Source: an optimization exercise on an open RTL-to-GDS flow (aim: small area). Production flows keep margins and buffers that such runs may drop. Function was checked by simulation only, so behaviour that the tests miss may differ from the original. Power is estimated from default activity; no workload was simulated.

Design DIGITAL_CLOCK, start of the top module:
module DIGITAL_CLOCK(
	RESETN, CLK,
	KEY,
	LCD_RS, LCD_RW,
	LCD_DATA, PIEZO
);
input RESETN, CLK;
input [4:0] KEY;
output reg LCD_RS, LCD_RW;
output reg [7:0] LCD_DATA;
output wire PIEZO;
wire rst = !RESETN;
localparam OP_MENU = 3'd1, OP_SETV = 3'd2, OP_SETC = 3'd3, OP_CANC = 3'd4,
           OP_INC = 3'd5, OP_DEC = 3'd6, OP_TOG = 3'd7, OP_NOP = 3'd0;
reg [14:0] kcnt;
reg [1:0] ph;           
reg [2:0] op;           
reg [3:0] mode;         
reg meridian, ae;
wire k_menu = (KEY == 5'b10000);
wire k_set = (KEY == 5'b01000);
wire k_cancel = (KEY == 5'b00100);
wire k_up = (KEY == 5'b00010);
wire k_down = (KEY == 5'b00001);
wire kvalid = k_menu | k_set | k_cancel | k_up | k_down;
wire m_view = (mode[2:0] == 3'd0);
wire setc = (op == OP_SETC);
wire setting_ok = setc & ph[1];                  
wire s_or_as = setc & (ph[1] ^ ph[0]);           
wire kterm = (kcnt == 15'd23269);
wire act = kvalid & !setting_ok & kterm;
reg [2:0] eff_op;
always @(*) begin
	eff_op = OP_NOP;
	if (k_menu) eff_op = OP_MENU;
  ...
Settings: LEC_CHECK=0, ABC_AREA=1, CAP_MARGIN=20, CORE_MARGIN=2, CORE_UTILIZATION=60, SLEW_MARGIN=20; clock period 10.0 ns.
standard.sh (not shown) runs the stock make flow with config.mk's settings and CLKGATE_MAP_FILE= SYNTH_SCRIPT=/design/flow/synth_recipe.tcl, a recipe that flattens the netlist after the stock synthesis.
==> flow/flow/run.sh <==
#!/bin/bash
# Own flow: the standard synthesis, then the combinational cells re-mapped by a stronger
# ABC script (flip-flops untouched), then the standard layout of that netlist.
set -euo pipefail
W=$(pwd)
R=$W/orfs/results/${FLOW_PLATFORM}/DIGITAL_CLOCK/base
YOSYS=$FLOW_HOME/../tools/install/yosys/bin/yosys
[ -x "$YOSYS" ] || YOSYS=yosys

bash standard.sh synth > std_synth.log 2>&1
cp "$R/1_2_yosys.v" "$W/std_synth_netlist.v"

export REOPT_LIB=$FLOW_HOME/platforms/${FLOW_PLATFORM}/lib/sky130_fd_sc_hd__tt_025C_1v80.lib
export REOPT_IN=$W/std_synth_netlist.v
export REOPT_OUT=$W/reopt_netlist.v
export REOPT_ABC=$W/flow/reopt.abc
"$YOSYS" -c "$W/flow/reopt.tcl" > reopt.log 2>&1

# the flip-flops must be exactly the standard synthesis's
grep -oE '^\s*sky130_fd_sc_hd__\w*df\w*\s+\S+' "$REOPT_IN" | sort > ff_std.txt
grep -oE '^\s*sky130_fd_sc_hd__\w*df\w*\s+\S+' "$REOPT_OUT" | sort > ff_reopt.txt
cmp ff_std.txt ff_reopt.txt

cp "$REOPT_OUT" "$R/1_2_yosys.v"
touch "$R/1_2_yosys.v"

# port buffers: the smallest buffer; clock tree: small buffers, no dummy loads
export BUFFER_PORTS_ARGS="-buffer_cell sky130_fd_sc_hd__buf_1"
export CTS_ARGS="-sink_clustering_enable -repair_clock_nets -dont_use_dummy_load -buf_list {sky130_fd_sc_hd__clkbuf_4 sky130_fd_sc_hd__clkbuf_8} -sink_clustering_size 12 -sink_clustering_max_diameter 40"
bash standard.sh > std_layout.log 2>&1
Other scripts of this flow, unchanged in this note and not shown: flow/flow/reopt.abc, flow/flow/reopt.tcl
The first run ran to the end with no violations.
Edit:
--- a/flow/flow/run.sh
+++ b/flow/flow/run.sh
@@ -28,3 +28,3 @@
 export BUFFER_PORTS_ARGS="-buffer_cell sky130_fd_sc_hd__buf_1"
-export CTS_ARGS="-sink_clustering_enable -repair_clock_nets -dont_use_dummy_load -buf_list {sky130_fd_sc_hd__clkbuf_4 sky130_fd_sc_hd__clkbuf_8} -sink_clustering_size 12 -sink_clustering_max_diameter 40"
+export CTS_ARGS="-sink_clustering_enable -repair_clock_nets -dont_use_dummy_load -buf_list {sky130_fd_sc_hd__clkbuf_2 sky130_fd_sc_hd__clkbuf_4} -sink_clustering_size 30"
 bash standard.sh > std_layout.log 2>&1
The new run completed without violations.
Sequential share of layout area hardly moves.
Worst hold slack improved by 0.0093 ns.
Final area barely changes.
Power went up by 0.47%.
Edit:
--- a/flow/flow/run.sh
+++ b/flow/flow/run.sh
@@ -28,3 +28,3 @@
 export BUFFER_PORTS_ARGS="-buffer_cell sky130_fd_sc_hd__buf_1"
-export CTS_ARGS="-sink_clustering_enable -repair_clock_nets -dont_use_dummy_load -buf_list {sky130_fd_sc_hd__clkbuf_2 sky130_fd_sc_hd__clkbuf_4} -sink_clustering_size 30"
+export CTS_ARGS="-sink_clustering_enable -repair_clock_nets -dont_use_dummy_load -buf_list {sky130_fd_sc_hd__clkbuf_8} -sink_clustering_size 20 -sink_clustering_max_diameter 60"
 bash standard.sh > std_layout.log 2>&1
What happened:
- power went down by about 9%
- design area went down by 1.6%
- synthesized area stays the same
- critical path depth stays the same
- utilization went down by 1.1 points
- worst setup slack gets worse by 0.040 ns
- via count went down by about 2.2%
- worst hold slack barely changes
- non-clock buffer count went up by 1
- cell count went down by about 2.4%
Edit:
--- a/flow/flow/run.sh
+++ b/flow/flow/run.sh
@@ -28,3 +28,3 @@
 export BUFFER_PORTS_ARGS="-buffer_cell sky130_fd_sc_hd__buf_1"
-export CTS_ARGS="-sink_clustering_enable -repair_clock_nets -dont_use_dummy_load -buf_list {sky130_fd_sc_hd__clkbuf_8} -sink_clustering_size 20 -sink_clustering_max_diameter 60"
+export CTS_ARGS="-sink_clustering_enable -repair_clock_nets -dont_use_dummy_load -buf_list {sky130_fd_sc_hd__clkbuf_16} -sink_clustering_size 40 -sink_clustering_max_diameter 80"
 bash standard.sh > std_layout.log 2>&1
After rerunning: The new run ran to the end with no violations. Core utilization came out higher by 0.16 points. Via count falls slightly. Design area barely changes. Maximum frequency barely changes. Wire length decreases slightly. Synthesized cell count is unchanged.

* * *

## the baseline
DIGITAL_CLOCK, a different RTL version from the one above (not shown whole).
Size in the first run: roughly 1500 cells after synthesis.
## DIGITAL_CLOCK
module DIGITAL_CLOCK(
	RESETN, CLK,
	KEY,
	LCD_RS, LCD_RW,
	LCD_DATA, PIEZO
);
input RESETN, CLK;
input [4:0] KEY;
output reg LCD_RS, LCD_RW;
output reg [7:0] LCD_DATA;
output wire PIEZO;
wire rst = !RESETN;
localparam OP_MENU = 3'd1, OP_SETV = 3'd2, OP_SETC = 3'd3, OP_CANC = 3'd4,
           OP_INC = 3'd5, OP_DEC = 3'd6, OP_TOG = 3'd7, OP_NOP = 3'd0;
reg [14:0] kcnt;
reg [1:0] ph;           
reg [2:0] op;           
reg [3:0] mode;         
reg meridian, ae;
wire k_menu = (KEY == 5'b10000);
wire k_set = (KEY == 5'b01000);
wire k_cancel = (KEY == 5'b00100);
wire k_up = (KEY == 5'b00010);
wire k_down = (KEY == 5'b00001);
wire kvalid = k_menu | k_set | k_cancel | k_up | k_down;
wire m_view = (mode[2:0] == 3'd0);
wire setc = (op == OP_SETC);
wire setting_ok = setc & ph[1];                  
wire s_or_as = setc & (ph[1] ^ ph[0]);           
wire kterm = (kcnt == 15'd23269);
wire act = kvalid & !setting_ok & kterm;
reg [2:0] eff_op;
always @(*) begin
	eff_op = OP_NOP;
	if (k_menu) eff_op = OP_MENU;
	if (k_set) eff_op = m_view ? OP_SETV : OP_SETC;
	if (k_cancel) eff_op = m_view ? OP_TOG : OP_CANC;
	if (k_up) eff_op = m_view ? OP_NOP : OP_INC;
	if (k_down) eff_op = m_view ? OP_NOP : OP_DEC;
end
always @(posedge CLK) begin
	if (rst) kcnt <= 0;
	else if (!setting_ok && kvalid) kcnt <= kterm ? 15'd0 : {kcnt[13:0], ~(kcnt[14] ^ kcnt[13])};
end
always @(posedge CLK) begin
	if (rst) ph <= 2'd0;
	else if (act) ph <= 2'd1;
	else if (ph != 2'd0) ph <= ph + 2'd1;
	if (act) op <= eff_op;
end
always @(posedge CLK) begin
	if (rst) begin
		meridian <= 1'b0;
		ae <= 1'b0;
	end else if (act && k_cancel && m_view) begin
		if (mode[3]) ae <= !ae;
		else meridian <= !meridian;
	end
end
reg [2:0] fnext;
always @(*) begin
	fnext = mode[2:0];
	case (op)
		OP_MENU: if (mode[3]) fnext = (mode[2:0] == 3'd3) ? 3'd1 : mode[2:0] + 3'd1;
		         else fnext = (mode[2:0] == 3'd6) ? 3'd1 : mode[2:0] + 3'd1;
		OP_SETV: fnext = 3'd1;
		OP_SETC, OP_CANC: fnext = 3'd0;
		default: ;
	endcase
end
always @(posedge CLK) begin
	if (rst) begin
		mode <= 4'd0;
	end else begin
		if (ph == 2'd1) begin
			mode[2:0] <= (op == OP_MENU && m_view) ? 3'd0 : fnext;
			if (op == OP_MENU && m_view) mode[3] <= !mode[3];
		end
	end
end
wire flip_ctl = (op == OP_SETV) | (op == OP_SETC) | (op == OP_CANC);    
wire ph2 = (ph == 2'd2);
wire alarm_d1 = mode[3] ^ (ph2 & (op == OP_MENU) & m_view);
  ...
clock: 10.0 ns
lec_check: 0
abc_area: 1
cap_margin: 10
core_margin: 2
core_utilization: 75
gpl_timing_driven: 0
slew_margin: 10
==> flow/flow/run.sh <==
#!/bin/bash
# Own flow: the standard synthesis, then the combinational cells re-mapped by stronger
# ABC scripts (flip-flops untouched; the smallest result is kept), then the standard
# layout of that netlist with small port buffers and a clock tree without dummy loads.
set -euo pipefail
W=$(pwd)
R=$W/orfs/results/${FLOW_PLATFORM}/DIGITAL_CLOCK/base
YOSYS=$FLOW_HOME/../tools/install/yosys/bin/yosys
[ -x "$YOSYS" ] || YOSYS=yosys

bash standard.sh synth > std_synth.log 2>&1
cp "$R/1_2_yosys.v" "$W/std_synth_netlist.v"

export REOPT_LIB=$FLOW_HOME/platforms/${FLOW_PLATFORM}/lib/sky130_fd_sc_hd__tt_025C_1v80.lib
export REOPT_IN=$W/std_synth_netlist.v
grep -oE '^\s*sky130_fd_sc_hd__\w*df\w*\s+\S+' "$REOPT_IN" | sort > ff_std.txt
best=""
best_area=""
for i in 1 2 3 4 5; do
  export REOPT_OUT=$W/reopt_netlist_$i.v
  export REOPT_ABC=$W/flow/reopt$i.abc
  if "$YOSYS" -c "$W/flow/reopt.tcl" > reopt_$i.log 2>&1; then
    # the flip-flops must be exactly the standard synthesis's
    grep -oE '^\s*sky130_fd_sc_hd__\w*df\w*\s+\S+' "$REOPT_OUT" | sort > ff_reopt_$i.txt
    if cmp -s ff_std.txt ff_reopt_$i.txt; then
      a=$(awk '/Chip area/ {print $NF}' "$REOPT_OUT.stat")
      echo "reopt $i: $a" >> reopt_choice.log
      if [ -z "$best" ] || awk -v a="$a" -v b="$best_area" 'BEGIN {exit !(a < b)}'; then
        best=$REOPT_OUT
        best_area=$a
      fi
    fi
  fi
done
[ -n "$best" ]
echo "kept $best ($best_area)" >> reopt_choice.log
cp "$best" "$R/1_2_yosys.v"
touch "$R/1_2_yosys.v"

# port buffers: the smallest buffer; clock tree: small buffers, no dummy loads
export BUFFER_PORTS_ARGS="-buffer_cell sky130_fd_sc_hd__buf_1"
export CTS_ARGS="-sink_clustering_enable -repair_clock_nets -dont_use_dummy_load -buf_list {sky130_fd_sc_hd__clkbuf_4} -sink_clustering_size 10 -sink_clustering_max_diameter 35"
bash standard.sh > std_layout.log 2>&1
==> flow/flow/reopt4.abc <==
strash
dch -f
map -a
mfs2
strash
dch -f
map -a
mfs2
strash
dch -f
map -a
mfs2
strash
dch -f
amap
topo
==> flow/flow/reopt5.abc <==
strash
dc2
dch -f
map -a
mfs2
strash
dch -f
map -a
mfs2
strash
dch -f
amap
topo
Other scripts of this flow, unchanged in this note and not shown: flow/flow/reopt.tcl, flow/flow/reopt1.abc, flow/flow/reopt2.abc, flow/flow/reopt3.abc
Modified inputs, the candidate compared to the baseline
Settings: CAP_MARGIN changed from 10 to 20; SLEW_MARGIN changed from 10 to 20; CORE_UTILIZATION changed from 75 to 70.
--- a/flow/flow/run.sh
+++ b/flow/flow/run.sh
@@ -18,3 +18,3 @@
 best_area=""
-for i in 1 2 3 4 5; do
+for i in 1 2 3; do
   export REOPT_OUT=$W/reopt_netlist_$i.v
@@ -41,3 +41,3 @@
 export BUFFER_PORTS_ARGS="-buffer_cell sky130_fd_sc_hd__buf_1"
-export CTS_ARGS="-sink_clustering_enable -repair_clock_nets -dont_use_dummy_load -buf_list {sky130_fd_sc_hd__clkbuf_4} -sink_clustering_size 10 -sink_clustering_max_diameter 35"
+export CTS_ARGS="-sink_clustering_enable -repair_clock_nets -dont_use_dummy_load -buf_list {sky130_fd_sc_hd__clkbuf_4} -sink_clustering_size 8 -sink_clustering_max_diameter 30"
 bash standard.sh > std_layout.log 2>&1
removed: flow/flow/reopt4.abc
removed: flow/flow/reopt5.abc
## What came out
- The candidate completed end to end with timing, DRC and antenna clean.
- | hold slack | the candidate vs the baseline | worse |
- The candidate vs. the baseline: register-to-register slack now sits higher; relative slew slack rose 6.4 points; data arrival time of the critical path saw a decrease.
- Worst setup margin is lower on the baseline
- Pre-CTS setup slack for the candidate is higher than for the baseline.

[afterwards: timing with drivers on the ports]
Ports are ideal in the flow. The routed layouts listed here were re-timed in OpenROAD.
Step 1 assumes that a clkbuf_16 drives the clock port and a buf_2 every other input.
Step 2 times the ports against the registers' clock, not the clock port: input delays grow and output delays shrink by t, the midpoint of the rising clock arrivals with the driver on.
Three values: ideal ports, drivers, drivers and shift; two values: the first two.
run | shift t [ns] | setup WS [ns] | slew at the worst register clock pin (ns)
the first run of note 1 | 0.571 | 4.777 / 4.777 / 4.777 | 0.08 / 0.08
the second run of note 1 | 0.688 | 4.775 / 4.775 / 4.775 | 0.07 / 0.07
the third run of note 1 | 0.593 | 4.735 / 4.735 / 4.735 | 0.12 / 0.12
the fourth run of note 1 | 0.525 | 4.741 / 4.741 / 4.741 | 0.12 / 0.12
the baseline | 0.673 | 2.593 / 2.593 / 2.593 | 0.11 / 0.11
the candidate | 0.685 | 4.252 / 4.252 / 4.252 | 0.10 / 0.10
After both steps setup and hold are still met in every run listed.
